This is an optimization exercise on Yosys and OpenROAD, whose aim is small area, not a production implementation. The RTL was checked by simulation tests, not by an equivalence proof against the original design. Power and IR drop assume default switching activity.

File: flow/config.mk
export PLATFORM = sky130hd
export DESIGN_NAME = axi_regs
export DESIGN_NICKNAME = axi_regs
export VERILOG_FILES = /design/flow/design.v
export SDC_FILE = /design/flow/constraint.sdc
export NUM_CORES = 4
export LEC_CHECK = 0
export CAP_MARGIN = 20
export CORE_MARGIN = 2
export CORE_UTILIZATION = 65
export PLACE_DENSITY = 0.75
export SLEW_MARGIN = 20
export SYNTH_HIERARCHICAL = 1
File: flow/constraint.sdc
create_clock -name core_clock -period 5.0 [get_ports {axi_aclk}]
set_input_delay 1.0000 -clock core_clock [delete_from_list [all_inputs] [get_ports {axi_aclk}]]
set_output_delay 1.0000 -clock core_clock [all_outputs]
set_load 0.01 [all_outputs]
File: flow/design.v
package axi_regs_pkg;
    localparam AXI_REVISION = 34;
    localparam logic [31:0] AXI_DEFAULT_BASEADDR = 32'h00000000;
    localparam AXI_RANGE_BYTES = 128;
    localparam logic [31:0] REG0_OFFSET = 32'h00000000;  
    localparam REG0_VALUE_BIT_OFFSET = 0;  
    localparam REG0_VALUE_BIT_WIDTH = 32;  
    localparam logic [31:0] REG0_VALUE_RESET = 32'b00000000000000000000000000000000;  
    localparam logic [31:0] REG1_OFFSET = 32'h00000004;  
    localparam REG1_VALUE_BIT_OFFSET = 0;  
    localparam REG1_VALUE_BIT_WIDTH = 32;  
    localparam logic [31:0] REG1_VALUE_RESET = 32'b00000000000000000000000000000000;  
    localparam logic [31:0] REG2_OFFSET = 32'h00000008;  
    localparam REG2_VALUE_BIT_OFFSET = 0;  
    localparam REG2_VALUE_BIT_WIDTH = 32;  
    localparam logic [31:0] REG2_VALUE_RESET = 32'b00000000000000000000000000000000;  
    localparam logic [31:0] REG3_OFFSET = 32'h0000000C;  
    localparam REG3_VALUE_BIT_OFFSET = 0;  
    localparam REG3_VALUE_BIT_WIDTH = 32;  
    localparam logic [31:0] REG3_VALUE_RESET = 32'b00000000000000000000000000000000;  
    localparam logic [31:0] REG4_OFFSET = 32'h00000010;  
    localparam REG4_VALUE_BIT_OFFSET = 0;  
    localparam REG4_VALUE_BIT_WIDTH = 32;  
    localparam logic [31:0] REG4_VALUE_RESET = 32'b00000000000000000000000000000000;  
    localparam logic [31:0] REG5_OFFSET = 32'h00000014;  
    localparam REG5_VALUE_BIT_OFFSET = 0;  
    localparam REG5_VALUE_BIT_WIDTH = 32;  
    localparam logic [31:0] REG5_VALUE_RESET = 32'b00000000000000000000000000000000;  
    localparam logic [31:0] REG6_OFFSET = 32'h00000018;  
    localparam REG6_VALUE_BIT_OFFSET = 0;  
    localparam REG6_VALUE_BIT_WIDTH = 1;  
    localparam logic [0:0] REG6_VALUE_RESET = 1'b0;  
    localparam logic [31:0] REG7_OFFSET = 32'h0000001C;  
    localparam REG7_VALUE_BIT_OFFSET = 0;  
    localparam REG7_VALUE_BIT_WIDTH = 32;  
    localparam logic [31:0] REG7_VALUE_RESET = 32'b00000000000000000000000000000000;  
    localparam logic [31:0] REG8_OFFSET = 32'h00000020;  
    localparam REG8_VALUE_BIT_OFFSET = 0;  
    localparam REG8_VALUE_BIT_WIDTH = 32;  
    localparam logic [31:0] REG8_VALUE_RESET = 32'b00000000000000000000000000000000;  
    localparam logic [31:0] REG9_OFFSET = 32'h00000024;  
    localparam REG9_VALUE_BIT_OFFSET = 0;  
    localparam REG9_VALUE_BIT_WIDTH = 32;  
    localparam logic [31:0] REG9_VALUE_RESET = 32'b00000000000000000000000000000000;  
    localparam logic [31:0] REG10_OFFSET = 32'h00000028;  
    localparam REG10_VALUE_BIT_OFFSET = 0;  
    localparam REG10_VALUE_BIT_WIDTH = 32;  
    localparam logic [31:0] REG10_VALUE_RESET = 32'b00000000000000000000000000000000;  
    localparam logic [31:0] REG11_OFFSET = 32'h0000002C;  
    localparam REG11_VALUE_BIT_OFFSET = 0;  
    localparam REG11_VALUE_BIT_WIDTH = 32;  
    localparam logic [31:0] REG11_VALUE_RESET = 32'b00000000000000000000000000000000;  
    localparam logic [31:0] REG12_OFFSET = 32'h00000030;  
    localparam REG12_VALUE_BIT_OFFSET = 0;  
    localparam REG12_VALUE_BIT_WIDTH = 32;  
    localparam logic [31:0] REG12_VALUE_RESET = 32'b00000000000000000000000000000000;  
    localparam logic [31:0] REG13_OFFSET = 32'h00000034;  
    localparam REG13_VALUE_BIT_OFFSET = 0;  
    localparam REG13_VALUE_BIT_WIDTH = 32;  
    localparam logic [31:0] REG13_VALUE_RESET = 32'b00000000000000000000000000000000;  
    localparam logic [31:0] REG14_OFFSET = 32'h00000038;  
    localparam REG14_VALUE_BIT_OFFSET = 0;  
    localparam REG14_VALUE_BIT_WIDTH = 32;  
    localparam logic [31:0] REG14_VALUE_RESET = 32'b00000000000000000000000000000000;  
    localparam logic [31:0] REG15_OFFSET = 32'h0000003C;  
    localparam REG15_VALUE_BIT_OFFSET = 0;  
    localparam REG15_VALUE_BIT_WIDTH = 32;  
    localparam logic [31:0] REG15_VALUE_RESET = 32'b00000000000000000000000000000000;  
    localparam logic [31:0] REG16_OFFSET = 32'h00000040;  
    localparam REG16_VALUE_BIT_OFFSET = 0;  
    localparam REG16_VALUE_BIT_WIDTH = 32;  
    localparam logic [31:0] REG16_VALUE_RESET = 32'b00000000000000000000000000000000;  
    localparam logic [31:0] REG17_OFFSET = 32'h00000044;  
    localparam REG17_VALUE_BIT_OFFSET = 0;  
    localparam REG17_VALUE_BIT_WIDTH = 32;  
    localparam logic [31:0] REG17_VALUE_RESET = 32'b00000000000000000000000000000000;  
    localparam logic [31:0] REG18_OFFSET = 32'h00000048;  
    localparam REG18_VALUE_BIT_OFFSET = 0;  
    localparam REG18_VALUE_BIT_WIDTH = 32;  
    localparam logic [31:0] REG18_VALUE_RESET = 32'b00000000000000000000000000000000;  
    localparam logic [31:0] REG19_OFFSET = 32'h0000004C;  
    localparam REG19_VALUE_BIT_OFFSET = 0;  
    localparam REG19_VALUE_BIT_WIDTH = 32;  
    localparam logic [31:0] REG19_VALUE_RESET = 32'b00000000000000000000000000000000;  
    localparam logic [31:0] REG20_OFFSET = 32'h00000050;  
    localparam REG20_VALUE_BIT_OFFSET = 0;  
    localparam REG20_VALUE_BIT_WIDTH = 32;  
    localparam logic [31:0] REG20_VALUE_RESET = 32'b00000000000000000000000000000000;  
    localparam logic [31:0] REG21_OFFSET = 32'h00000054;  
    localparam REG21_VALUE_BIT_OFFSET = 0;  
    localparam REG21_VALUE_BIT_WIDTH = 32;  
    localparam logic [31:0] REG21_VALUE_RESET = 32'b00000000000000000000000000000000;  
    localparam logic [31:0] REG22_OFFSET = 32'h00000058;  
    localparam REG22_VALUE_BIT_OFFSET = 0;  
    localparam REG22_VALUE_BIT_WIDTH = 32;  
    localparam logic [31:0] REG22_VALUE_RESET = 32'b00000000000000000000000000000000;  
    localparam logic [31:0] REG23_OFFSET = 32'h0000005C;  
    localparam REG23_VALUE_BIT_OFFSET = 0;  
    localparam REG23_VALUE_BIT_WIDTH = 32;  
    localparam logic [31:0] REG23_VALUE_RESET = 32'b00000000000000000000000000000000;  
    localparam logic [31:0] REG24_OFFSET = 32'h00000060;  
    localparam REG24_VALUE_BIT_OFFSET = 0;  
    localparam REG24_VALUE_BIT_WIDTH = 32;  
    localparam logic [31:0] REG24_VALUE_RESET = 32'b00000000000000000000000000000000;  
    localparam logic [31:0] REG25_OFFSET = 32'h00000064;  
    localparam REG25_VALUE_BIT_OFFSET = 0;  
    localparam REG25_VALUE_BIT_WIDTH = 32;  
    localparam logic [31:0] REG25_VALUE_RESET = 32'b00000000000000000000000000000000;  
    localparam logic [31:0] REG26_OFFSET = 32'h00000068;  
    localparam REG26_VALUE_BIT_OFFSET = 0;  
    localparam REG26_VALUE_BIT_WIDTH = 32;  
    localparam logic [31:0] REG26_VALUE_RESET = 32'b00000000000000000000000000000000;  
    localparam logic [31:0] REG27_OFFSET = 32'h0000006C;  
    localparam REG27_VALUE_BIT_OFFSET = 0;  
    localparam REG27_VALUE_BIT_WIDTH = 32;  
    localparam logic [31:0] REG27_VALUE_RESET = 32'b00000000000000000000000000000000;  
    localparam logic [31:0] REG28_OFFSET = 32'h00000070;  
    localparam REG28_VALUE_BIT_OFFSET = 0;  
    localparam REG28_VALUE_BIT_WIDTH = 32;  
    localparam logic [31:0] REG28_VALUE_RESET = 32'b00000000000000000000000000000000;  
    localparam logic [31:0] REG29_OFFSET = 32'h00000074;  
    localparam REG29_VALUE_BIT_OFFSET = 0;  
    localparam REG29_VALUE_BIT_WIDTH = 32;  
    localparam logic [31:0] REG29_VALUE_RESET = 32'b00000000000000000000000000000000;  
    localparam logic [31:0] REG30_OFFSET = 32'h00000078;  
    localparam REG30_VALUE_BIT_OFFSET = 0;  
    localparam REG30_VALUE_BIT_WIDTH = 32;  
    localparam logic [31:0] REG30_VALUE_RESET = 32'b00000000000000000000000000000000;  
    localparam logic [31:0] REG31_OFFSET = 32'h0000007C;  
    localparam REG31_VALUE_BIT_OFFSET = 0;  
    localparam REG31_VALUE_BIT_WIDTH = 32;  
    localparam logic [31:0] REG31_VALUE_RESET = 32'b00000000000000000000000000000000;  
endpackage: axi_regs_pkg
`default_nettype none
module axi_regs #(
    parameter AXI_ADDR_WIDTH = 32,  
    parameter logic [31:0] BASEADDR = 32'h00000000  
    ) (
    input  wire                      axi_aclk,
    input  wire                      axi_aresetn,
    input  wire [AXI_ADDR_WIDTH-1:0] s_axi_awaddr,
    input  wire [2:0]                s_axi_awprot,
    input  wire                      s_axi_awvalid,
    input  wire [7:0]                s_axi_awid,
    input  wire [7:0]                s_axi_awlen,
    input  wire [2:0]                s_axi_awsize,
    output wire                      s_axi_awready,
    input  wire [31:0]               s_axi_wdata,
    input  wire [3:0]                s_axi_wstrb,
    input  wire                      s_axi_wvalid,
    input  wire                      s_axi_wlast,
    output wire                      s_axi_wready,
    input  wire [AXI_ADDR_WIDTH-1:0] s_axi_araddr,
    input  wire [2:0]                s_axi_arprot,
    input  wire                      s_axi_arvalid,
    input  wire [7:0]                s_axi_arid,
    input  wire [7:0]                s_axi_arlen,
    input  wire [2:0]                s_axi_arsize,
    output wire                      s_axi_arready,
    output wire [31:0]               s_axi_rdata,
    output wire [1:0]                s_axi_rresp,
    output wire                      s_axi_rvalid,
    output wire [7:0]                s_axi_rid,
    output wire                      s_axi_rlast,
    input  wire                      s_axi_rready,
    output wire [1:0]                s_axi_bresp,
    output wire                      s_axi_bvalid,
    output wire [7:0]                s_axi_bid,
    input  wire                      s_axi_bready,
    output wire reg0_strobe,  
    output wire [31:0] reg0_value,  
    output wire reg1_strobe,  
    output wire [31:0] reg1_value,  
    output wire reg2_strobe,  
    output wire [31:0] reg2_value,  
    output wire reg3_strobe,  
    output wire [31:0] reg3_value,  
    output wire reg4_strobe,  
    input wire [31:0] reg4_value,  
    output wire reg5_strobe,  
    output wire [31:0] reg5_value,  
    input wire reg6_value_set,  
    output wire reg7_strobe,  
    output wire [31:0] reg7_value,  
    output wire reg8_strobe,  
    output wire [31:0] reg8_value,  
    output wire reg9_strobe,  
    output wire [31:0] reg9_value,  
    output wire reg10_strobe,  
    output wire [31:0] reg10_value,  
    output wire reg11_strobe,  
    output wire [31:0] reg11_value,  
    output wire reg12_strobe,  
    output wire [31:0] reg12_value,  
    output wire reg13_strobe,  
    output wire [31:0] reg13_value,  
    output wire reg14_strobe,  
    output wire [31:0] reg14_value,  
    output wire reg15_strobe,  
    output wire [31:0] reg15_value,  
    output wire reg16_strobe,  
    output wire [31:0] reg16_value,  
    output wire reg17_strobe,  
    output wire [31:0] reg17_value,  
    output wire reg18_strobe,  
    output wire [31:0] reg18_value,  
    output wire reg19_strobe,  
    output wire [31:0] reg19_value,  
    output wire reg20_strobe,  
    output wire [31:0] reg20_value,  
    output wire reg21_strobe,  
    output wire [31:0] reg21_value,  
    output wire reg22_strobe,  
    output wire [31:0] reg22_value,  
    output wire reg23_strobe,  
    output wire [31:0] reg23_value,  
    output wire reg24_strobe,  
    output wire [31:0] reg24_value,  
    output wire reg25_strobe,  
    output wire [31:0] reg25_value,  
    output wire reg26_strobe,  
    output wire [31:0] reg26_value,  
    output wire reg27_strobe,  
    output wire [31:0] reg27_value,  
    output wire reg28_strobe,  
    output wire [31:0] reg28_value,  
    output wire reg29_strobe,  
    output wire [31:0] reg29_value,  
    output wire reg30_strobe,  
    output wire [31:0] reg30_value,  
    output wire reg31_strobe,  
    output wire [31:0] reg31_value  
    );
    localparam int AW = AXI_ADDR_WIDTH;
    wire [AW-3:0] aw_off, ar_off;
    if (BASEADDR[6:2] == 5'd0) begin: g_aligned
        assign aw_off = {s_axi_awaddr[AW-1:7] ^ BASEADDR[AW-1:7], s_axi_awaddr[6:2]};
        assign ar_off = {s_axi_araddr[AW-1:7] ^ BASEADDR[AW-1:7], s_axi_araddr[6:2]};
    end else begin: g_unaligned
        assign aw_off = s_axi_awaddr[AW-1:2] - BASEADDR[AW-1:2];
        assign ar_off = s_axi_araddr[AW-1:2] - BASEADDR[AW-1:2];
    end
    wire          aw_in  = (aw_off[AW-3:5] == '0);
    wire          ar_in  = (ar_off[AW-3:5] == '0);
    logic       aw_got, w_got, awready_q, wready_q, bvalid_q, bresp_q, upd_q;
    logic [7:0] bid_q;
    logic       wa_in;
    logic [4:0] wa_idx;
    logic [31:0] wd_q;
    logic [3:0]  ws_q;
    wire upd     = aw_got & w_got;
    wire aw_take = s_axi_awvalid & ~aw_got & ~bvalid_q;
    wire w_take  = s_axi_wvalid  & ~w_got  & ~bvalid_q;
    wire [7:0] bid_d;
    for (genvar i = 0; i < 8; i++) begin: g_bid
        axr_ao22 u_bid (.a1(aw_take), .a2(s_axi_awid[i]), .b1(~aw_take), .b2(bid_q[i]), .y(bid_d[i]));
    end
    always_ff @(posedge axi_aclk or negedge axi_aresetn) begin
        if (~axi_aresetn) begin
            aw_got    <= 1'b0;
            w_got     <= 1'b0;
            awready_q <= 1'b0;
            wready_q  <= 1'b0;
            bvalid_q  <= 1'b0;
            bresp_q   <= 1'b0;
            upd_q     <= 1'b0;
            bid_q     <= '0;
        end else begin
            awready_q <= aw_take;
            wready_q  <= w_take;
            aw_got    <= ~upd & (aw_got | aw_take);
            w_got     <= ~upd & (w_got | w_take);
            upd_q     <= upd;
            bvalid_q  <= upd | (bvalid_q & ~s_axi_bready);
            if (upd) bresp_q <= ~(wa_in & (wa_idx != 5'd4));
            bid_q     <= bid_d;
        end
    end
    wire [5:0]  wa_d;
    wire [35:0] wd_d;
    for (genvar i = 0; i < 6; i++) begin: g_wa
        axr_ao22 u_wa (.a1(~aw_got), .a2(i == 5 ? aw_in : aw_off[i]), .b1(aw_got),
                       .b2(i == 5 ? wa_in : wa_idx[i]), .y(wa_d[i]));
    end
    for (genvar i = 0; i < 36; i++) begin: g_wd
        axr_ao22 u_wd (.a1(~w_got), .a2(i < 32 ? s_axi_wdata[i] : s_axi_wstrb[i-32]), .b1(w_got),
                       .b2(i < 32 ? wd_q[i] : ws_q[i-32]), .y(wd_d[i]));
    end
    always_ff @(posedge axi_aclk) begin
        {wa_in, wa_idx} <= wa_d;
        {ws_q, wd_q}    <= wd_d;
    end
    logic [31:0] wdec;
    always_comb begin
        wdec = '0;
        wdec[wa_idx] = wa_in;
    end
    wire  [31:0] rv [0:31];
    logic        reg6_q;
    for (genvar r = 0; r < 32; r++) begin: g_reg
        if (r != 4 && r != 6) begin: g_rw
            wire [3:0] we = {4{upd & wdec[r]}} & ws_q;
            wire [31:0] d;
            logic [31:0] q;
            for (genvar i = 0; i < 32; i++) begin: g_bit
                axr_ao22 u_bit (.a1(we[i/8]), .a2(wd_q[i]), .b1(~we[i/8]), .b2(q[i]), .y(d[i]));
            end
            always_ff @(posedge axi_aclk or negedge axi_aresetn) begin
                if (~axi_aresetn) q <= '0;
                else              q <= d;
            end
            assign rv[r] = q;
        end else begin: g_none
            assign rv[r] = '0;
        end
    end
    always_ff @(posedge axi_aclk or negedge axi_aresetn) begin
        if (~axi_aresetn)
            reg6_q <= 1'b0;
        else if (reg6_value_set)
            reg6_q <= 1'b1;
        else if (upd & wdec[6] & ws_q[0] & wd_q[0])
            reg6_q <= 1'b0;
    end
    logic       arready_q, resp_q, rvalid_q, rresp_v, rresp_q, reg4_strobe_q;
    logic [7:0] rid_q;
    wire ar_take = s_axi_arvalid & ~arready_q & ~resp_q & ~rvalid_q;
    wire [7:0] rid_d;
    for (genvar i = 0; i < 8; i++) begin: g_rid
        axr_ao22 u_rid (.a1(ar_take), .a2(s_axi_arid[i]), .b1(~ar_take), .b2(rid_q[i]), .y(rid_d[i]));
    end
    always_ff @(posedge axi_aclk or negedge axi_aresetn) begin
        if (~axi_aresetn) begin
            arready_q     <= 1'b0;
            resp_q        <= 1'b0;
            rvalid_q      <= 1'b0;
            rresp_q       <= 1'b0;
            reg4_strobe_q <= 1'b0;
            rid_q         <= '0;
        end else begin
            arready_q     <= ar_take;
            resp_q        <= arready_q;
            rvalid_q      <= resp_q | (rvalid_q & ~s_axi_rready);
            reg4_strobe_q <= arready_q & ar_in & (ar_off[4:0] == 5'd4);
            if (resp_q) rresp_q <= rresp_v;
            rid_q         <= rid_d;
        end
    end
    wire [31:0] rsrc [0:31];
    wire [31:0] rsel;
    for (genvar r = 0; r < 32; r++) begin: g_rsrc
        if (r == 4)      begin: g4 assign rsrc[r] = reg4_value; end
        else if (r == 5) begin: g5 assign rsrc[r] = '0; end
        else if (r == 6) begin: g6 assign rsrc[r] = {31'b0, reg6_q}; end
        else             begin: gr assign rsrc[r] = rv[r]; end
        assign rsel[r] = arready_q & ar_in & (ar_off[4:0] == r);
    end
    logic [31:0] rd_n;
    wire  [31:0] rd_n_d;
    for (genvar i = 0; i < 32; i++) begin: g_rbit
        localparam int NS = (i == 0) ? 31 : 30;
        localparam int NG = (NS + 2) / 3;
        wire [3*NG-1:0] s, v;
        for (genvar k = 0; k < 3*NG; k++) begin: g_src
            localparam int R = (k < 5) ? k : k + ((i == 0) ? 1 : 2);
            if (k < NS) begin: g_on
                assign s[k] = rsel[R];
                assign v[k] = rsrc[R][i];
            end else begin: g_off
                assign s[k] = 1'b0;
                assign v[k] = 1'b0;
            end
        end
        wire [NG-1:0] y;
        for (genvar g = 0; g < NG; g++) begin: g_grp
            axr_aoi222 u_aoi (.a1(s[3*g]), .a2(v[3*g]), .b1(s[3*g+1]), .b2(v[3*g+1]),
                              .c1(s[3*g+2]), .c2(v[3*g+2]), .y(y[g]));
        end
        assign rd_n_d[i] = (&y) & (arready_q | rd_n[i]);
    end
    always_ff @(posedge axi_aclk) begin
        rresp_v <= ~ar_in | (ar_off[4:0] == 5'd5);
        rd_n    <= rd_n_d;
    end
    assign s_axi_awready = awready_q;
    assign s_axi_wready  = wready_q;
    assign s_axi_bvalid  = bvalid_q;
    assign s_axi_bresp   = {2{bresp_q}};
    assign s_axi_bid     = bid_q;
    assign s_axi_arready = arready_q;
    assign s_axi_rvalid  = rvalid_q;
    assign s_axi_rlast   = rvalid_q;
    assign s_axi_rresp   = {2{rresp_q}};
    assign s_axi_rid     = rid_q;
    assign s_axi_rdata   = ~(rd_n | {32{~rvalid_q}});
    assign reg4_strobe = reg4_strobe_q;
    assign reg0_value  = rv[0];
    assign reg0_strobe = upd_q & wdec[0];
    assign reg1_value  = rv[1];
    assign reg1_strobe = upd_q & wdec[1];
    assign reg2_value  = rv[2];
    assign reg2_strobe = upd_q & wdec[2];
    assign reg3_value  = rv[3];
    assign reg3_strobe = upd_q & wdec[3];
    assign reg5_value  = rv[5];
    assign reg5_strobe = upd_q & wdec[5];
    assign reg7_value  = rv[7];
    assign reg7_strobe = upd_q & wdec[7];
    assign reg8_value  = rv[8];
    assign reg8_strobe = upd_q & wdec[8];
    assign reg9_value  = rv[9];
    assign reg9_strobe = upd_q & wdec[9];
    assign reg10_value  = rv[10];
    assign reg10_strobe = upd_q & wdec[10];
    assign reg11_value  = rv[11];
    assign reg11_strobe = upd_q & wdec[11];
    assign reg12_value  = rv[12];
    assign reg12_strobe = upd_q & wdec[12];
    assign reg13_value  = rv[13];
    assign reg13_strobe = upd_q & wdec[13];
    assign reg14_value  = rv[14];
    assign reg14_strobe = upd_q & wdec[14];
    assign reg15_value  = rv[15];
    assign reg15_strobe = upd_q & wdec[15];
    assign reg16_value  = rv[16];
    assign reg16_strobe = upd_q & wdec[16];
    assign reg17_value  = rv[17];
    assign reg17_strobe = upd_q & wdec[17];
    assign reg18_value  = rv[18];
    assign reg18_strobe = upd_q & wdec[18];
    assign reg19_value  = rv[19];
    assign reg19_strobe = upd_q & wdec[19];
    assign reg20_value  = rv[20];
    assign reg20_strobe = upd_q & wdec[20];
    assign reg21_value  = rv[21];
    assign reg21_strobe = upd_q & wdec[21];
    assign reg22_value  = rv[22];
    assign reg22_strobe = upd_q & wdec[22];
    assign reg23_value  = rv[23];
    assign reg23_strobe = upd_q & wdec[23];
    assign reg24_value  = rv[24];
    assign reg24_strobe = upd_q & wdec[24];
    assign reg25_value  = rv[25];
    assign reg25_strobe = upd_q & wdec[25];
    assign reg26_value  = rv[26];
    assign reg26_strobe = upd_q & wdec[26];
    assign reg27_value  = rv[27];
    assign reg27_strobe = upd_q & wdec[27];
    assign reg28_value  = rv[28];
    assign reg28_strobe = upd_q & wdec[28];
    assign reg29_value  = rv[29];
    assign reg29_strobe = upd_q & wdec[29];
    assign reg30_value  = rv[30];
    assign reg30_strobe = upd_q & wdec[30];
    assign reg31_value  = rv[31];
    assign reg31_strobe = upd_q & wdec[31];
endmodule
module axr_ao22 (
    input  wire a1, a2, b1, b2,
    output wire y
);
    assign y = (a1 & a2) | (b1 & b2);
endmodule
module axr_aoi222 (
    input  wire a1, a2, b1, b2, c1, c2,
    output wire y
);
    assign y = ~((a1 & a2) | (b1 & b2) | (c1 & c2));
endmodule
File: flow/flow/run.sh
#!/bin/bash
# The standard ORFS layout (standard.sh), with two changes in how the
# layout is built:
#  - port buffers use the smallest buffer cell (buf_1) instead of the
#    delay-buffer cell buffer_ports picks by default;
#  - CTS clusters more sinks per leaf buffer and adds no dummy loads.
export BUFFER_PORTS_ARGS="-buffer_cell sky130_fd_sc_hd__buf_1"
export CTS_ARGS="-sink_clustering_enable -repair_clock_nets -dont_use_dummy_load -sink_clustering_size 25 -sink_clustering_max_diameter 100"
bash standard.sh > standard.log 2>&1
File: flow/standard.sh
#!/bin/bash
# synth_recipe.tcl (not shown) runs the flow's synth.tcl, then flattens the netlist and writes it again
# the make line also repeats each setting of config.mk as NAME=value (left out here)
make -C /OpenROAD-flow-scripts/flow DESIGN_CONFIG=/design/flow/config.mk WORK_HOME=/design/flow/orfs CLKGATE_MAP_FILE= SYNTH_SCRIPT=/design/flow/synth_recipe.tcl "${@:-finish}"
==> results of run 1 <==
## logic make-up after synthesis
kind of cell,count (synthesis),share of synthesized area
adders and majority gates,1,0.000298
other,1,0.0000893
muxes,1,0.000268
AOI/OAI and AO/OA,1392,0.298
xor gates and xnor gates,3,0.000805
and+or+nand+nor,560,0.0661
buffers and inverters,82,0.00909
DFF,1064,0.625
## Yosys stat by module, one instance, submodules excluded
module	flip-flops and latches	cell area, um^2	times used
axr_ao22	0	8.76	1018
axr_aoi222	0	10.0	321
axi_regs	1064	29900	1
==> results.yml, run 1 <==
synth:
  yosysMostFrequentCell: "a22o_1"
  synth_area_leaders: "dfrtp_1, a22o_1, a222oi_1"
  ys_ff_latch: 1064
  yosysTopAreaCellShare: 0.589
  synth_ff_type: "dfrtp_1"
  netlist_area_um2: 42000
  ys_types: 51
  yosys.area.top_type: "dfrtp_1"
  syn_inst: 3104
  synth_common_cells: "a22o_1, dfrtp_1, a222oi_1"
  async_flop_share: 0.930
  ys_warn_count: 7
  synth_edf_count: 0
  yosysSeqAreaShare: 0.625
  syn_area_per_cell_um2: 13.5
die:
  die_h_um: 258
  num_rows: 93
  initial_core_util: 0.655
  dieWidth_um: 258
run_status:
  stop_stage: "3_2_place_iop"
  status: "aborted with a tool error"
  error: "[ERROR PPL-0024] Number of IO pins (1234) exceeds maximum number of available positions (930). Increase the die perimeter from 1032.64um to 1678.24um."
==> inputs of run 2 (changes only) <==
--- a/flow/config.mk
+++ b/flow/config.mk
@@ -8,6 +8,6 @@
 export CAP_MARGIN = 20
 export CORE_MARGIN = 2
-export CORE_UTILIZATION = 65
-export PLACE_DENSITY = 0.75
+export CORE_UTILIZATION = 40
+export PLACE_DENSITY = 0.6
 export SLEW_MARGIN = 20
 export SYNTH_HIERARCHICAL = 1
==> run 2 against run 1 <==
Net effect:
- the run again fails in 3_2_place_iop
- synthesized area stayed put
- synthesized cell count stayed put
==> results.yml, run 2 <==
synth:
  synth_fa_ha_area_frac: 0.000298
  synth_mux_area_frac: 0.000268
  yosysMostFrequentCell: "a22o_1"
  yosysSeqAreaShare: 0.625
  yosys.area.top_type: "dfrtp_1"
  synth_common_cells: "a22o_1, dfrtp_1, a222oi_1"
  syn_inst: 3104
  async_flop_share: 0.930
  ys_types: 51
  yosysTopAreaCellShare: 0.589
  ys_ff_latch: 1064
  synth_top_family_by_area: "compound AO/OA/AOI/OAI gates"
  synth-xor-area-share: 0.000805
  synth_area_leaders: "dfrtp_1, a22o_1, a222oi_1"
  synth_edf_count: 0
  synth_simple_gate_area_frac: 0.0661
  syn_area_per_cell_um2: 13.5
  netlist_area_um2: 42000
  ys_warn_count: 7
  synth-compound-area-share: 0.298
  synth_ff_type: "dfrtp_1"
run_status:
  status: "aborted with a tool error"
  error: "[ERROR PPL-0024] Number of IO pins (1234) exceeds maximum number of available positions (1184). Increase the die perimeter from 1311.98um to 1678.24um."
  stop_stage: "3_2_place_iop"
die:
  initial_core_util: 0.405
  num_rows: 118
  die_h_um: 328
  dieWidth_um: 328
run 2: cell counts after synthesis:
Identical to the previous run, type by type.
run 2: cells by family after synthesis:
logic type | after synthesis
other | 1
AOI/OAI and AO/OA | 1392
DFF | 1064
and+or+nand+nor | 560
muxes | 1
buffers and inverters | 82
adders and majority gates | 1
xor gates and xnor gates | 3
run 2: modules after synthesis (local to each module, per instance):
| module | area (um^2) | cells | flops+latches | times used |
|---|---|---|---|---|
| axr_aoi222 | 10.0 | 1 | 0 | 321 |
| axi_regs | 29900 | 1765 | 1064 | 1 |
| axr_ao22 | 8.76 | 1 | 0 | 1018 |
==> inputs of run 3 (changes only) <==
--- a/flow/config.mk
+++ b/flow/config.mk
@@ -7,7 +7,7 @@
 export LEC_CHECK = 0
 export CAP_MARGIN = 20
-export CORE_MARGIN = 2
-export CORE_UTILIZATION = 40
-export PLACE_DENSITY = 0.6
+export CORE_AREA = 4 4 421 421
+export DIE_AREA = 0 0 425 425
+export PLACE_DENSITY = 0.8
 export SLEW_MARGIN = 20
 export SYNTH_HIERARCHICAL = 1
==> run 3 against run 2 <==
Net effect:
- synthesized cell count did not move
- synthesized area unchanged
- now clean on timing, DRC and antenna
==> results.yml, run 3 <==
setup_path:
  critical_path_class: "reg -> out"
  end_kind: "primary output"
  critPathLaunchType: "flip-flop"
  crit_end: "reg2_strobe"
  worstRegToRegCells: 8
  cp.required_ns: 4.00
  startpoint: "wa_idx[0]"
  slowest_stage: "or2_2"
  path_cells: "inv_1, ha_1, nand3b_1, o32ai_1, or2_2, and3_1, buf_1"
  worstPathArrival_ns: 3.65
  r2r_end: "g_reg[22].g_rw.q[19]"
  reg2reg_slack_ns: 0.87
  crit_fanout: 14
  rr_startpoint: "wa_idx[0]"
  cpPeakStageDelay_ns: 0.59
cts:
  cts_buffers: 56
  ctsResizeCount: 0
  clock_latency_ns: 0.74
  clock-root-buffer: "clkbuf_16"
  cts_sinks: 1064
  cts_tree: "done"
  htreeDepth: 2
  cts_buffer_depth: 3
  path_clk_slew_ns: 0.10
  ctsHoldBuffers: 0
synth:
  ys_ff_latch: 1064
  async_flop_share: 0.930
  synth_mux_area_frac: 0.000268
  synth_fa_ha_area_frac: 0.000298
  synth_ff_type: "dfrtp_1"
  netlist_area_um2: 42000
  synth-xor-area-share: 0.000805
  synth_common_cells: "a22o_1, dfrtp_1, a222oi_1"
  ys_warn_count: 7
  synth_top_family_by_area: "compound AO/OA/AOI/OAI gates"
  synth-compound-area-share: 0.298
  synth_area_leaders: "dfrtp_1, a22o_1, a222oi_1"
  yosys.area.top_type: "dfrtp_1"
  synth_edf_count: 0
  syn_area_per_cell_um2: 13.5
  syn_inst: 3104
  ys_types: 51
  yosysMostFrequentCell: "a22o_1"
  yosysTopAreaCellShare: 0.589
  synth_simple_gate_area_frac: 0.0661
  yosysSeqAreaShare: 0.625
die:
  initial_core_util: 0.244
  coreArea_um2: 172000
  pin_count: 1234
  die_h_um: 425
  dieWidth_um: 425
  num_rows: 152
  die_area_um2: 181000
power_and_ir_drop:
  power.leakage_nw: 21.7
  power_density_nw_per_um2: 352
  p_int_w: 0.0115
  combPwrFrac: 0.132
  ir_drop_v: 0.000543
  totalPowerFinal_w: 0.0183
  swShare: 0.370
  clockPowerShare: 0.267
  seqPwrFrac: 0.601
  netSwitchingPower_w: 0.00676
timing:
  rsz0062_at_grt: "no"
  slew_violations: 0
  fin_crit_sh: 0.931
  setup_violations: 0
  finalCriticalPeriod_ns: 4.65
  whs_ns: 0.376
  hold_viol: 0
  worstMarginPinSlew_ns: 1.26
  setup_tns_ns: 0
  fin_skew_ns: 0.113
  slew_headroom: 0.159
  fmax_mhz: 215
layout:
  fillCellCount: 17800
  finalNetCount: 4598
  final_common_cell: "buf_1"
  top_register: "g.g_rw.q"
  area_growth_pct: 23.9
  drive_gt1_frac: 0.0605
  design_area_um2: 52000
  largest_register_ffs: 960
  final_cell_mix: "buf_1, a22o_1, dfrtp_1"
  seq_area_um2: 26300
  multi_input_area_um2: 15700
  stdcell_count: 6738
global_route:
  met2_usage: 0.434
  grt_first_pass_wirelength_mm: 372
  grt_max_degree: 176
  grt_use_met3: 0.159
  globalRouteOverflowTotal: 0
  antenna_found_initial: 47
  busiest_layer: "met2"
  grt_pass1_vias: 40600
  use_met1: 0.346
  track_usage: 0.297
routing:
  vias: 43500
  first_pass_iters: 12
  drt-initial-drc-count: 9199
  drcViolationCount: 0
  drt-wirelength-per-cell_um: 42.0
  vias_per_cell: 6.46
  drt_wl_total_mm: 283
  ant_nets: 0
placed_design:
  dp_hpwl_mm: 218
  gp_congestion: 1.04
  placed_cells: 6660
  io_buffers: 1200
  post_dp_cell_area_um2: 50500
run_status:
  status: "complete, no violations"
worst_hold_path:
  worstHoldPathType: "in -> async"
run:
  maxCapViolations: 0
-- run 3: power by group through the flow --
stage | clock, W | sequential, W | combinational, W
5_1_grt | 0.00519 | 0.0110 | 0.00251
6_report | 0.00488 | 0.0110 | 0.00241
3_3_place_gp | 0 | 0.0110 | 0.00232
2_1_floorplan | 0 | 0.00994 | 0.00110
4_1_cts | 0.00490 | 0.0109 | 0.00236
3_5_place_dp | 0 | 0.0110 | 0.00236
-- run 3: worst min-delay path by stage --
stage          cells after the start  slack, ns                    to
6_report                           1       0.38  g_reg[31].g_rw.q[25]
5_1_grt                            1       0.35  g_reg[31].g_rw.q[31]
4_1_cts                            1       0.34  g_reg[31].g_rw.q[31]
3_5_place_dp                       1       0.47               ws_q[2]
3_3_place_gp                       1       0.46              wd_q[23]
2_1_floorplan                      1       0.43             wa_idx[3]
-- run 3: cell families (layout without fill, tap and decap cells) --
family / Yosys count / in the layout
compound gates: 1392 / 1392
mux: 1 / 1
buf+inv: 82 / 1385
other cells: 1 / 22
flops: 1064 / 1064
simple gates: 560 / 560
fa+ha+maj: 1 / 1
xor+xnor: 3 / 3
-- run 3: through the flow --
| stage | util | setup WS [ns] |
|---|---|---|
| detailed placement | 0.293 | 0.630 |
| global placement | 0.293 | 0.676 |
| CTS | 0.301 | 0.0305 |
| finish | 0.302 | 0.347 |
| global route | 0.302 | 0.133 |
| floorplan | - | 1.49 |
-- run 3: repair_timing --
item	4_1_cts	5_1_grt
setup buffers	0	3
endpoints found under the setup margin	0	1
hold endpoints to repair	0	0
-- run 3: Yosys stat by module, one instance, submodules excluded --
module      copies in the design  area, um^2
axi_regs                       1       29900
axr_aoi222                   321        10.0
axr_ao22                    1018        8.76
-- run 3: worst max-delay path: cells and delay by family, from the launching register on --
kind	cells	cell delay, ns
simple gates	3	1.27
compound gates	1	0.52
flops	1	0.46
fa+ha+maj	1	0.39
buf+inv	2	0.37
-- run 3: metal layers --
layer / routed length (um) / vias to the layer above / share of wire
li1: - / 15800 / -
met1: 95100 / 21900 / 0.34
met2: 118000 / 4725 / 0.42
met3: 47900 / 1042 / 0.17
met4: 21400 / 44 / 0.076
met5: 505 / - / 0.0018
-- run 3: final cells by class --
class                   instances  area share
flip-flops and latches       1064       0.505
multi-input cells            1961       0.301
repair buffers               1318       0.109
well taps                    2310      0.0556
clock buffers                  56      0.0269
diodes                         18    0.000866
inverters                      11    0.000794
==> inputs of run 4 (changes only) <==
--- a/flow/config.mk
+++ b/flow/config.mk
@@ -9,5 +9,5 @@
 export CORE_AREA = 4 4 421 421
 export DIE_AREA = 0 0 425 425
-export PLACE_DENSITY = 0.8
+export PLACE_DENSITY = 0.6
 export SLEW_MARGIN = 20
 export SYNTH_HIERARCHICAL = 1
==> run 4 against run 3 <==
Net effect:
- worst setup slack got worse by 0.066 ns
- global-route usage decreased by 0.67 points
- still clean on timing, DRC and antenna
- clock skew fell by 0.023 ns
- die area unchanged
- final area rose by 0.23%
- synthesized area is the same
- via count fell by 2.9%
- worst hold slack gained 0.070 ns
- power grew 0.79%
- wire length decreased by 2.7%
- first-iteration DRC count shrank 14%
==> results.yml, run 4 <==
die:
  coreArea_um2: 172000
  pin_count: 1234
  num_rows: 152
  die_area_um2: 181000
  dieWidth_um: 425
  initial_core_util: 0.244
  die_h_um: 425
global_route:
  grt_max_degree: 93
  grt_pass1_vias: 39500
  grt_first_pass_wirelength_mm: 365
  globalRouteOverflowTotal: 0
  antenna_found_initial: 35
  track_usage: 0.290
synth:
  yosysSeqAreaShare: 0.625
  ys_warn_count: 7
  synth_common_cells: "a22o_1, dfrtp_1, a222oi_1"
  synth_edf_count: 0
  yosys.area.top_type: "dfrtp_1"
  synth_area_leaders: "dfrtp_1, a22o_1, a222oi_1"
  async_flop_share: 0.930
  yosysMostFrequentCell: "a22o_1"
  synth_ff_type: "dfrtp_1"
  syn_inst: 3104
  syn_area_per_cell_um2: 13.5
  ys_types: 51
  netlist_area_um2: 42000
  ys_ff_latch: 1064
  yosysTopAreaCellShare: 0.589
routing:
  wl_met1_mm: 98.0
  first_pass_iters: 11
  wl_met2_mm: 121
  dr.max_layer_used: "met5"
  vias: 42200
  vias_per_cell: 6.27
  drt_wl_total_mm: 275
  drcViolationCount: 0
  drt-wirelength-per-cell_um: 40.8
  met3_wirelength_mm: 38.4
  ant_nets: 0
  drt-initial-drc-count: 7930
cts:
  clock_latency_ns: 0.73
  cts_tree: "done"
  clock-root-buffer: "clkbuf_16"
  path_clk_slew_ns: 0.10
  htreeDepth: 2
  cts_sinks: 1064
  cts_buffers: 57
  cts_buffer_depth: 3
layout:
  final_core_util: 0.303
  largest_register_ffs: 960
  drive_gt1_frac: 0.0599
  design_area_um2: 52100
  top_register: "g.g_rw.q"
  final_common_cell: "buf_1"
  area_growth_pct: 24.2
  final_cell_mix: "buf_1, a22o_1, dfrtp_1"
  finalNetCount: 4599
timing:
  setup_violations: 0
  slew_headroom: 0.207
  slew_violations: 0
  finalCriticalPeriod_ns: 4.72
  worstMarginPinSlew_ns: 1.19
  fin_skew_ns: 0.0898
  setup_tns_ns: 0
  fin_crit_sh: 0.944
  fmax_mhz: 212
  rsz0062_at_grt: "no"
  hold_viol: 0
power_and_ir_drop:
  power_density_nw_per_um2: 354
  ir_drop_v: 0.000571
  power.leakage_nw: 21.8
setup_path:
  critPathLaunchType: "flip-flop"
  rr_startpoint: "wa_idx[0]"
  cp.required_ns: 4.00
  crit_fanout: 12
  end_kind: "primary output"
  worstPathArrival_ns: 3.72
  startpoint: "wa_idx[0]"
  critical_path_class: "reg -> out"
placed_design:
  dp_hpwl_mm: 211
  io_buffers: 1200
  gp_congestion: 0.987
  post_dp_cell_area_um2: 50600
worst_hold_path:
  worstHoldPathType: "reg -> reg"
  min_from: "resp_q"
run:
  maxCapViolations: 0
run_status:
  status: "complete, no violations"
run 4: changes by cell type in the layout (fill, tap and decap cells not counted):
cell / before / now
buf_12: 22 / 29
buf_4: 94 / 89
dfxtp_1: 45 / 50
dfxtp_2: 30 / 25
buf_2: 1 / 0
clkbuf_16: 56 / 57
clkbuf_4: 2 / 1
diode_2: 18 / 19
xor2_1: 1 / 0
xor2_2: 0 / 1
run 4: repair_timing:
item,in CTS,in global routing
setup buffers,0,0
setup endpoints to repair,0,2
hold buffers,0,0
gates resized for setup,0,1
run 4: cells by family (layout without fill, tap and decap cells):
family | after synthesis | in the layout | synth area share
flip-flops | 1064 | 1064 | 0.625
XOR/XNOR | 3 | 3 | 0.000805
multiplexers | 1 | 1 | 0.000268
other | 1 | 23 | 0.0000893
AO/OA/AOI/OAI | 1392 | 1392 | 0.298
adder cells (fa/ha/maj) | 1 | 1 | 0.000298
buffers and inverters | 82 | 1386 | 0.00909
AND/OR/NAND/NOR | 560 | 560 | 0.0661
run 4: path summary, 6_finish.rpt:
kind | to | slack [ns] | cells after the start
min reg2reg | rvalid_q | 0.45 | 1
max reg2reg | g_reg[1].g_rw.q[11] | 1.12 | 8
max | reg2_strobe | 0.28 | 7
min in group asynchronous | g_reg[14].g_rw.q[7] | 0.56 | 1
min | rvalid_q | 0.45 | 1
max in group asynchronous | g_reg[8].g_rw.q[11] | 2.99 | 2
run 4: report_power, final:
group	switching, W	total, W	internal [W]
sequential	0.00183	0.0107	0.00888
combinational	0.00205	0.00273	0.000680
clock	0.00297	0.00499	0.00202
run 4: layer usage:
metal	global-route usage	up-vias
met2	0.446	3882
met4	0.141	16
met3	0.112	671
met1	0.357	21800
met5	0.00349	-
li1	-	15800
run 4: final cells by class:
cell class / count / area [um^2]
Tap cell: 2310 / 2890
Multi-Input combinational cell: 1961 / 15700
Clock buffer: 57 / 1430
Fill cell: 17900 / 120000
Antenna cell: 19 / 47.5
Sequential cell: 1064 / 26300
Timing Repair Buffer: 1318 / 5760
Inverter: 11 / 41.3
run 4: critical path, stage by stage (launching register included):
cell and delay [ns]:
dfxtp_1 0.45, inv_1 0.14, ha_1 0.42, nand3b_1 0.13, o32ai_1 0.51, or2_2 0.44
and3_1 0.51, buf_1 0.42
run 4: Yosys stat by module, one instance, submodules excluded:
module      cell area, um^2  flops+latches  cells inside
axr_ao22               8.76              0             1
axi_regs              29900           1064          1765
axr_aoi222             10.0              0             1
run 4: metrics by stage:
stage	setup slack, ns	total power [W]	cells	hold slack [ns]
2_1_floorplan	1.49	0.0110	3107	0.434
3_3_place_gp	0.784	0.0135	6664	0.462
3_5_place_dp	0.742	0.0135	6664	0.462
4_1_cts	0.127	0.0184	6721	0.408
5_1_grt	0.139	0.0189	6721	0.453
6_report	0.280	0.0184	6740	0.446
==> inputs of run 5 (changes only) <==
--- a/flow/config.mk
+++ b/flow/config.mk
@@ -6,8 +6,8 @@
 export NUM_CORES = 4
 export LEC_CHECK = 0
-export CAP_MARGIN = 20
+export CAP_MARGIN = 5
 export CORE_AREA = 4 4 421 421
 export DIE_AREA = 0 0 425 425
 export PLACE_DENSITY = 0.6
-export SLEW_MARGIN = 20
+export SLEW_MARGIN = 5
 export SYNTH_HIERARCHICAL = 1
==> run 5 against run 4 <==
Net effect:
- still clean on timing, DRC and antenna
- clock skew about the same
- fmax fell by 1.1%
- sequential share of layout area is essentially flat
- worst setup slack worse by 0.051 ns
- synthesized cell count unchanged
- register-to-register slack is essentially flat
- first-iteration DRC count down 4.4%
- critical endpoint unchanged
- largest cell class unchanged
- largest power group unchanged
==> results.yml, run 5 <==
power_and_ir_drop:
  totalPowerFinal_w: 0.0184
  power.leakage_nw: 21.8
  ir_drop_v: 0.000569
  seqPwrFrac: 0.582
  swShare: 0.371
  combPwrFrac: 0.149
  netSwitchingPower_w: 0.00684
  clockPowerShare: 0.270
  power_density_nw_per_um2: 353
  p_int_w: 0.0116
cts:
  clock_latency_ns: 0.74
  clock-root-buffer: "clkbuf_16"
  path_clk_slew_ns: 0.09
  cts_buffers: 57
  htreeDepth: 2
  cts_sinks: 1064
  cts_tree: "done"
  cts_buffer_depth: 3
  post_cts_buffers: 0
setup_path:
  cp_top_family: "simple AND/OR/NAND/NOR gates"
  r2r_end: "g_reg[1].g_rw.q[11]"
  cpPeakStageDelay_ns: 0.52
  critical_path_class: "reg -> out"
  end_kind: "primary output"
  critPathLaunchType: "flip-flop"
  slowest_stage: "and3_1"
  cp.required_ns: 4.00
  rr_startpoint: "wa_idx[0]"
  path_buf_inv: 2
  worstRegToRegCells: 8
  crit_fanout: 12
  crit_cells: 7
  path_cells: "inv_1, ha_1, nand3b_1, o32ai_1, or2_2, and3_1, buf_1"
  reg2reg_slack_ns: 1.12
  worstPathArrival_ns: 3.77
routing:
  first_pass_iters: 13
  dr.max_layer_used: "met5"
  drt-initial-drc-count: 7585
  ant_nets: 0
  drt-wirelength-per-cell_um: 40.9
  drt_wl_total_mm: 275
  vias: 41900
  wl_met2_mm: 122
  met3_wirelength_mm: 38.5
  wl_met1_mm: 98.2
  vias_per_cell: 6.23
  drcViolationCount: 0
synth:
  ys_types: 51
  ys_ff_latch: 1064
  synth_ff_type: "dfrtp_1"
  netlist_area_um2: 42000
  syn_area_per_cell_um2: 13.5
  ys_warn_count: 7
  yosysSeqAreaShare: 0.625
  async_flop_share: 0.930
  synth_area_leaders: "dfrtp_1, a22o_1, a222oi_1"
  synth_edf_count: 0
  yosys.area.top_type: "dfrtp_1"
  yosysTopAreaCellShare: 0.589
  synth_common_cells: "a22o_1, dfrtp_1, a222oi_1"
  syn_inst: 3104
  yosysMostFrequentCell: "a22o_1"
timing:
  fin_crit_sh: 0.954
  whs_ns: 0.453
  setup_violations: 0
  fin_ws_ns: 0.230
  fin_skew_ns: 0.0899
  slew_headroom: 0.170
  finalCriticalPeriod_ns: 4.77
  rsz0062_at_grt: "no"
  setup_tns_ns: 0
  slew_violations: 0
  worstMarginPinSlew_ns: 1.24
  fmax_mhz: 210
  hold_viol: 0
layout:
  final_cell_mix: "buf_1, a22o_1, dfrtp_1"
  largest_register_ffs: 960
  final_common_cell: "buf_1"
  drive_gt1_frac: 0.0596
  area_growth_pct: 24.1
  finalNetCount: 4599
  stdcell_count: 6736
  top_register: "g.g_rw.q"
global_route:
  track_usage: 0.290
  grt_max_degree: 93
  grt_first_pass_wirelength_mm: 365
  grt_pass1_vias: 39300
  antenna_found_initial: 40
  globalRouteOverflowTotal: 0
placed_design:
  io_buffers: 1200
  place_ws_ns: 0.717
  dp_hpwl_mm: 211
  gp_congestion: 0.987
  placed_cells: 6664
die:
  die_area_um2: 181000
  num_rows: 152
  die_h_um: 425
  pin_count: 1234
  initial_core_util: 0.244
  dieWidth_um: 425
  coreArea_um2: 172000
worst_hold_path:
  holdPathStages: 1
  whs_endpoint: "rvalid_q"
  min_from: "resp_q"
  worstHoldPathType: "reg -> reg"
run_status:
  status: "complete, no violations"
run:
  maxCapViolations: 0
==> run 5: final cells by class <==
class,count,area (um^2)
fillers,17900,120000
flip-flops and latches,1064,26300
multi-input cells,1961,15700
repair buffers,1318,5760
well taps,2310,2890
clock buffers,57,1430
inverters,11,41.3
diodes,15,37.5
==> run 5: power groups by stage <==
stage,combinational (W),clock [W],sequential (W)
final,0.00274,0.00496,0.0107
after global routing,0.00286,0.00531,0.0107
after CTS,0.00272,0.00503,0.0107
after detailed placement,0.00271,0,0.0108
after global placement,0.00267,0,0.0108
after floorplan,0.00110,0,0.00994
==> run 5: worst reg2reg max path, stage by stage, from the launching register on <==
cell and delay (ns):
dfxtp_1 0.60, inv_1 0.13, ha_1 0.67, nand3_1 0.33
nor2_4 0.21, buf_4 0.45, nand2_1 0.32, nor2_1 0.79
a22o_1 0.26
==> run 5: per-module statistics from Yosys (local to each module, per instance) <==
module      flip-flops and latches  cell area [um^2]  copies in the design  cells
axr_ao22                         0              8.76                  1018      1
axi_regs                      1064             29900                     1   1765
axr_aoi222                       0              10.0                   321      1
==> run 5: per-layer routing <==
| metal | up-vias | global-route usage |
|---|---|---|
| met2 | 3710 | 0.450 |
| li1 | 15800 | - |
| met4 | 18 | 0.129 |
| met1 | 21700 | 0.353 |
| met3 | 663 | 0.119 |
| met5 | - | 0 |
==> run 5: kinds of logic (layout without fill, tap and decap cells) <==
logic type                 Yosys count  in the layout  synth area share
AOI/OAI and AO/OA                 1392           1392             0.298
DFF                               1064           1064             0.625
and+or+nand+nor                    560            560            0.0661
buffers and inverters               82           1386           0.00909
xor gates and xnor gates             3              3          0.000805
adders and majority gates            1              1          0.000298
other                                1             19         0.0000893
muxes                                1              1          0.000268
==> run 5: timing repair <==
item	4_1_cts	5_1_grt
hold buffers	0	0
endpoints found under the setup margin	0	2
resized for setup	0	1
==> run 5: through the flow <==
| stage | utilization | instance area (um^2) |
|---|---|---|
| floorplan | - | 42000 |
| global placement | 0.294 | 50600 |
| detailed placement | 0.294 | 50600 |
| CTS | 0.302 | 52100 |
| global route | 0.302 | 52100 |
| finish | 0.302 | 52100 |
==> run 5: worst max path at each step <==
stage / from / slack [ns] / to
after detailed placement: s_axi_araddr[8] / 0.72 / rd_n[23]
after global placement: s_axi_araddr[8] / 0.78 / rd_n[9]
after floorplan: s_axi_araddr[8] / 1.49 / rd_n[0]
after global routing: wa_idx[0] / 0.17 / reg1_strobe
after CTS: wa_idx[0] / 0.13 / reg30_strobe
final: wa_idx[0] / 0.23 / reg2_strobe
==> inputs of run 6 (changes only) <==
--- a/flow/flow/run.sh
+++ b/flow/flow/run.sh
@@ -7,3 +7,4 @@
 export BUFFER_PORTS_ARGS="-buffer_cell sky130_fd_sc_hd__buf_1"
 export CTS_ARGS="-sink_clustering_enable -repair_clock_nets -dont_use_dummy_load -sink_clustering_size 25 -sink_clustering_max_diameter 100"
+export PLACE_PINS_ARGS="-min_distance 1 -min_distance_in_tracks"
 bash standard.sh > standard.log 2>&1
--- a/flow/config.mk
+++ b/flow/config.mk
@@ -6,8 +6,8 @@
 export NUM_CORES = 4
 export LEC_CHECK = 0
-export CAP_MARGIN = 5
-export CORE_AREA = 4 4 421 421
-export DIE_AREA = 0 0 425 425
+export CAP_MARGIN = 20
+export CORE_MARGIN = 2
+export CORE_UTILIZATION = 45
 export PLACE_DENSITY = 0.6
-export SLEW_MARGIN = 5
+export SLEW_MARGIN = 20
 export SYNTH_HIERARCHICAL = 1
==> run 6 against run 5 <==
Net effect:
- still clean
- clock-buffer cell count down 8
- sequential share of layout area up 1.7 points
- die area down 47%
- wire length decreased by 21%
- clock skew shrank 0.0028 ns
- cell count down 16%
- global-route usage grew 15 points
- utilization is 24 points higher
- sequential power fell by 6%
- power shrank 4.3%
- combinational power increased by 9.5%
- worst hold slack got worse by 0.051 ns
- largest cell class unchanged
- highest routed layer unchanged
==> results.yml, run 6 <==
layout:
  final_cell_mix: "buf_1, a22o_1, dfrtp_1"
  design_area_um2: 50300
  fillCellCount: 8350
  largest_register_ffs: 960
  top_register: "g.g_rw.q"
  area_growth_pct: 19.9
  final_core_util: 0.542
  stdcell_count: 5664
  drive_gt1_frac: 0.0537
  finalNetCount: 4586
  final_common_cell: "buf_1"
power_and_ir_drop:
  ir_drop_v: 0.000650
  power.leakage_nw: 21.6
  clockPowerShare: 0.258
  swShare: 0.358
  seqPwrFrac: 0.572
  netSwitchingPower_w: 0.00631
  p_int_w: 0.0113
  combPwrFrac: 0.170
  power_density_nw_per_um2: 350
setup_path:
  rr_startpoint: "wa_idx[0]"
  crit_fanout: 12
  worstRegToRegCells: 8
  r2r_end: "g_reg[20].g_rw.q[5]"
  cp.required_ns: 4.00
  reg2reg_slack_ns: 1.26
  critPathLaunchType: "flip-flop"
  end_kind: "primary output"
  critical_path_class: "reg -> out"
  worstPathArrival_ns: 3.36
routing:
  drt-initial-drc-count: 7851
  first_pass_iters: 10
  drt_wl_total_mm: 217
  vias: 40900
  vias_per_cell: 7.23
  ant_nets: 0
  drcViolationCount: 0
  drt-wirelength-per-cell_um: 38.4
die:
  dieWidth_um: 309
  pin_count: 1234
  die_area_um2: 95800
  die_h_um: 309
  coreArea_um2: 92900
  num_rows: 112
  initial_core_util: 0.452
synth:
  yosysMostFrequentCell: "a22o_1"
  ys_ff_latch: 1064
  ys_types: 51
  synth_simple_gate_area_frac: 0.0661
  yosysTopAreaCellShare: 0.589
  ys_warn_count: 7
  synth_edf_count: 0
  synth_common_cells: "a22o_1, dfrtp_1, a222oi_1"
  netlist_area_um2: 42000
  syn_inst: 3104
  synth-xor-area-share: 0.000805
  yosys.area.top_type: "dfrtp_1"
  synth_ff_type: "dfrtp_1"
  synth_fa_ha_area_frac: 0.000298
  synth_mux_area_frac: 0.000268
  synth-compound-area-share: 0.298
  synth_area_leaders: "dfrtp_1, a22o_1, a222oi_1"
  syn_area_per_cell_um2: 13.5
  async_flop_share: 0.930
  yosysSeqAreaShare: 0.625
  synth_top_family_by_area: "compound AO/OA/AOI/OAI gates"
cts:
  ctsHoldBuffers: 0
  clock-root-buffer: "clkbuf_16"
  ctsResizeCount: 0
  cts_tree: "done"
  cts_buffers: 49
  post_cts_buffers: 0
  path_clk_slew_ns: 0.10
  cts_sinks: 1064
  cts_buffer_depth: 3
  clock_latency_ns: 0.68
  htreeDepth: 2
timing:
  setup_violations: 0
  slew_violations: 0
  rsz0062_at_grt: "no"
  worstMarginPinSlew_ns: 1.16
  finalCriticalPeriod_ns: 4.36
  slew_headroom: 0.223
  whs_ns: 0.402
  setup_tns_ns: 0
  fmax_mhz: 229
  hold_viol: 0
  fin_crit_sh: 0.872
  fin_skew_ns: 0.0871
placed_design:
  gp_congestion: 1.03
  dp_hpwl_mm: 155
  placed_cells: 5603
  io_buffers: 1200
  post_dp_cell_area_um2: 49100
global_route:
  track_usage: 0.440
  grt_max_degree: 139
  antenna_found_initial: 14
  grt_first_pass_wirelength_mm: 300
  globalRouteOverflowTotal: 0
  grt_pass1_vias: 37600
worst_hold_path:
  worstHoldPathType: "in -> async"
run_status:
  status: "complete, no violations"
run:
  maxCapViolations: 0
run 6: kinds of logic (layout without fill, tap and decap cells):
family,after synthesis,in the layout
AO/OA/AOI/OAI,1392,1392
flip-flops,1064,1064
AND/OR/NAND/NOR,560,560
buffers and inverters,82,1373
XOR/XNOR,3,3
adder cells (fa/ha/maj),1,1
other,1,16
multiplexers,1,1
run 6: per-layer routing:
metal | GRT usage | vias up | part of all wire
li1 | - | 15800 | -
met1 | 0.576 | 20900 | 0.36
met2 | 0.625 | 3479 | 0.43
met3 | 0.136 | 784 | 0.12
met4 | 0.299 | 6 | 0.088
met5 | 0.00455 | - | 0.00062
run 6: area by class of cell:
type	count	area (um^2)	share of cell area
flip-flops and latches	1064	26300	0.522
diodes	12	30.0	0.000597
inverters	11	41.3	0.000820
clock buffers	49	1230	0.0244
multi-input cells	1961	15700	0.311
well taps	1254	1570	0.0312
repair buffers	1313	5530	0.110
run 6: Yosys stat by module, one instance, submodules excluded:
module      copies in the design  cells inside
axr_aoi222                   321             1
axi_regs                       1          1765
axr_ao22                    1018             1
run 6: power groups by stage:
| stage | Sequential [W] | Combinational [W] | Clock, W |
|---|---|---|---|
| 2_1_floorplan | 0.00994 | 0.00110 | 0 |
| 3_3_place_gp | 0.0102 | 0.00289 | 0 |
| 3_5_place_dp | 0.0102 | 0.00291 | 0 |
| 4_1_cts | 0.0100 | 0.00292 | 0.00456 |
| 5_1_grt | 0.0101 | 0.00307 | 0.00486 |
| 6_report | 0.0101 | 0.00300 | 0.00455 |
run 6: critical path, cell delays in order (launching register included):
cell,delay [ns]
dfxtp_1,0.57
inv_1,0.11
ha_1,0.66
inv_1,0.22
nor4_4,0.67
and3_1,0.26
buf_1,0.24
run 6: how the worst max path moves through the flow:
stage,to,cells after the start,startpoint,slack [ns]
floorplan,rd_n[0],8,s_axi_araddr[8],1.49
global placement,rd_n[20],9,s_axi_araddr[20],0.89
detailed placement,rd_n[20],9,s_axi_araddr[20],0.89
CTS,reg2_strobe,6,wa_idx[0],0.58
global route,reg2_strobe,6,wa_idx[0],0.32
finish,reg2_strobe,6,wa_idx[0],0.64
run 6: stage by stage:
| step | total power, W | setup WS [ns] |
|---|---|---|
| 2_1_floorplan | 0.0110 | 1.49 |
| 3_3_place_gp | 0.0131 | 0.889 |
| 4_1_cts | 0.0175 | 0.583 |
| 6_report | 0.0176 | 0.641 |
| 3_5_place_dp | 0.0131 | 0.894 |
| 5_1_grt | 0.0180 | 0.321 |
==> inputs of run 7 (changes only) <==
==> flow/flow/run.sh (replaced) <==
#!/bin/bash
# The standard ORFS layout (standard.sh), with two changes in how the
# layout is built:
#  - port buffers use the smallest buffer cell (buf_1) instead of the
#    delay-buffer cell buffer_ports picks by default;
#  - CTS clusters more sinks per leaf buffer and adds no dummy loads.
export BUFFER_PORTS_ARGS="-buffer_cell sky130_fd_sc_hd__buf_1"
export CTS_ARGS="-sink_clustering_enable -repair_clock_nets -dont_use_dummy_load -sink_clustering_size 30 -sink_clustering_max_diameter 100"
bash standard.sh > standard.log 2>&1
--- a/flow/config.mk
+++ b/flow/config.mk
@@ -7,6 +7,6 @@
 export LEC_CHECK = 0
 export CAP_MARGIN = 20
-export CORE_MARGIN = 2
-export CORE_UTILIZATION = 45
+export CORE_AREA = 4 4 421 421
+export DIE_AREA = 0 0 425 425
 export PLACE_DENSITY = 0.6
 export SLEW_MARGIN = 20
==> run 7 against run 6 <==
Net effect:
- still clean on timing, DRC and antenna
- clock-buffer cell count is 3 higher
- fmax down 6.5%
- sequential share of layout area is 1.6 points lower
- first-iteration DRC count shrank 4.0%
- largest cell class unchanged
==> results.yml, run 7 <==
run_status:
  status: "complete, no violations"
placed_design:
  dp_hpwl_mm: 211
  place_ws_ns: 0.742
  gp_congestion: 0.987
  io_buffers: 1200
setup_path:
  cpPeakStageDelay_ns: 0.51
  slowest_stage: "o32ai_1"
  path_cells: "inv_1, ha_1, nand3b_1, o32ai_1, or2_2, and3_1, buf_1"
  crit_fanout: 12
  end_kind: "primary output"
  critPathLaunchType: "flip-flop"
  cp.required_ns: 4.00
  worstPathArrival_ns: 3.66
  critical_path_class: "reg -> out"
timing:
  setup_tns_ns: 0
  setup_violations: 0
  slew_violations: 0
  rsz0062_at_grt: "no"
  finalCriticalPeriod_ns: 4.66
  hold_viol: 0
  slew_headroom: 0.216
  worstMarginPinSlew_ns: 1.18
  fin_crit_sh: 0.932
  fmax_mhz: 215
  fin_ws_ns: 0.340
  fin_skew_ns: 0.109
synth:
  synth_edf_count: 0
  async_flop_share: 0.930
  yosysMostFrequentCell: "a22o_1"
  yosysSeqAreaShare: 0.625
  ys_warn_count: 7
  yosys.area.top_type: "dfrtp_1"
  syn_area_per_cell_um2: 13.5
  ys_ff_latch: 1064
  yosysTopAreaCellShare: 0.589
  netlist_area_um2: 42000
  ys_types: 51
  synth_common_cells: "a22o_1, dfrtp_1, a222oi_1"
  syn_inst: 3104
  synth_area_leaders: "dfrtp_1, a22o_1, a222oi_1"
  synth_ff_type: "dfrtp_1"
die:
  pin_count: 1234
  coreArea_um2: 172000
  die_h_um: 425
  initial_core_util: 0.244
  dieWidth_um: 425
  num_rows: 152
  die_area_um2: 181000
global_route:
  grt_first_pass_wirelength_mm: 364
  grt_max_degree: 93
  antenna_found_initial: 36
  grt_pass1_vias: 39400
  globalRouteOverflowTotal: 0
  track_usage: 0.289
cts:
  clock-root-buffer: "clkbuf_16"
  ctsHoldBuffers: 0
  clock_latency_ns: 0.73
  cts_buffers: 52
  path_clk_slew_ns: 0.10
  cts_sinks: 1064
  cts_buffer_depth: 3
  htreeDepth: 2
  post_cts_buffers: 0
  cts_tree: "done"
routing:
  first_pass_iters: 10
  vias_per_cell: 6.26
  vias: 42100
  ant_nets: 0
  drt-initial-drc-count: 7534
  drcViolationCount: 0
  drt-wirelength-per-cell_um: 40.8
  drt_wl_total_mm: 275
layout:
  drive_gt1_frac: 0.0588
  finalNetCount: 4594
  area_growth_pct: 23.8
  largest_register_ffs: 960
  fillCellCount: 17900
  final_cell_mix: "buf_1, a22o_1, dfrtp_1"
  top_register: "g.g_rw.q"
  final_common_cell: "buf_1"
power_and_ir_drop:
  ir_drop_v: 0.000576
  power.leakage_nw: 21.7
  netSwitchingPower_w: 0.00681
  seqPwrFrac: 0.588
  combPwrFrac: 0.150
  p_int_w: 0.0114
  clockPowerShare: 0.262
  power_density_nw_per_um2: 351
  swShare: 0.374
worst_hold_path:
  worstHoldPathType: "reg -> reg"
run:
  maxCapViolations: 0
## run 7: cell counts after synthesis
No cell type changed its count.
## run 7: final cells by class
cell class	count	area, um^2	share of cell area
sequential	1064	26300	0.505
multi-input combinational	1961	15700	0.302
timing repair buffer	1318	5760	0.111
tap	2310	2890	0.0556
clock buffer	52	1300	0.0250
antenna	17	42.5	0.000818
inverter	11	41.3	0.000794
## run 7: metrics by stage
stage / total power [W] / hold WS (ns) / util / cells / instance area [um^2]
finish: 0.0182 / 0.446 / 0.302 / 6733 / 52000
global route: 0.0187 / 0.454 / 0.302 / 6716 / 52000
global placement: 0.0135 / 0.462 / 0.294 / 6664 / 50600
detailed placement: 0.0135 / 0.462 / 0.294 / 6664 / 50600
CTS: 0.0182 / 0.421 / 0.301 / 6716 / 51900
floorplan: 0.0110 / 0.434 / - / 3107 / 42000
## run 7: power groups by stage
stage	sequential [W]	clock [W]	combinational, W
global route	0.0107	0.00511	0.00284
CTS	0.0107	0.00485	0.00271
finish	0.0107	0.00477	0.00274
global placement	0.0108	0	0.00267
detailed placement	0.0108	0	0.00271
floorplan	0.00994	0	0.00110
## run 7: final timing paths
path,from,to,slack [ns],cells past startpoint
worst min register to register,resp_q,rvalid_q,0.45,1
worst max register to register,wa_idx[0],g_reg[1].g_rw.q[11],1.09,8
worst max-delay path,wa_idx[0],reg1_strobe,0.34,7
max in group asynchronous,axi_aresetn,g_reg[10].g_rw.q[11],2.95,2
min in group asynchronous,axi_aresetn,g_reg[14].g_rw.q[6],0.54,1
worst min-delay path,resp_q,rvalid_q,0.45,1
## run 7: repair_timing
action / 4_1_cts / 5_1_grt
endpoints found under the setup margin: 0 / 2
endpoints found under the hold margin: 0 / 0
gates resized for setup: 0 / 1
## run 7: worst max-delay path: cells and delay by family (launching register included)
| kind | cells | cell delay, ns |
|---|---|---|
| adder cells (fa/ha/maj) | 1 | 0.42 |
| flip-flops | 1 | 0.44 |
| AND/OR/NAND/NOR | 3 | 1.00 |
| AO/OA/AOI/OAI | 1 | 0.51 |
| buffers and inverters | 2 | 0.59 |
## run 7: kinds of logic after synthesis
group	share of synthesized area
fa+ha+maj	0.000298
flops	0.625
compound gates	0.298
xor+xnor	0.000805
mux	0.000268
buf+inv	0.00909
other cells	0.0000893
simple gates	0.0661
## run 7: per-module statistics from Yosys (local to each module, per instance)
| module | flip-flops and latches | copies in the design | cells |
|---|---|---|---|
| axi_regs | 1064 | 1 | 1765 |
| axr_ao22 | 0 | 1018 | 1 |
| axr_aoi222 | 0 | 321 | 1 |
## run 7: layer usage
| layer | vias to the layer above | track usage | share of wire |
|---|---|---|---|
| met5 | - | 0.00349 | 0.00072 |
| met4 | 22 | 0.136 | 0.063 |
| met3 | 710 | 0.111 | 0.14 |
| li1 | 15800 | - | - |
| met2 | 3783 | 0.448 | 0.44 |
| met1 | 21800 | 0.355 | 0.36 |

## port drivers added, routing unchanged
The results above use ideal ports. As a check the final layouts listed here were re-extracted and re-timed, cells and wires unchanged.
Step 1 assumes that a clkbuf_16 drives the clock port and a buf_2 every other input.
Step 2, shift: input delay + t, output delay - t, t = (earliest + latest rising clock arrival at the registers) / 2. This alone moves slack from input paths to output paths.
Three values: ideal ports, drivers, drivers and shift; two values: the first two.
| run | t (ns) | slack for setup (ns) | worst setup path after step 2 | worst register clock-pin slew, ns | worst data-port slew with drivers (ns) |
|---|---|---|---|---|---|
| run 3 | 0.741 | 0.347 / 0.276 / 0.602 | input to register | 0.11 / 0.11 | 0.28 |
| run 4 | 0.764 | 0.280 / 0.194 / 0.651 | input to register | 0.11 / 0.11 | 0.27 |
| run 5 | 0.764 | 0.230 / 0.146 / 0.549 | input to register | 0.11 / 0.11 | 0.25 |
| run 6 | 0.714 | 0.641 / 0.570 / 0.851 | input to register | 0.11 / 0.11 | 0.19 |
| run 7 | 0.744 | 0.340 / 0.255 / 0.666 | input to register | 0.12 / 0.12 | 0.25 |
After both steps setup and hold are still met in every run listed.
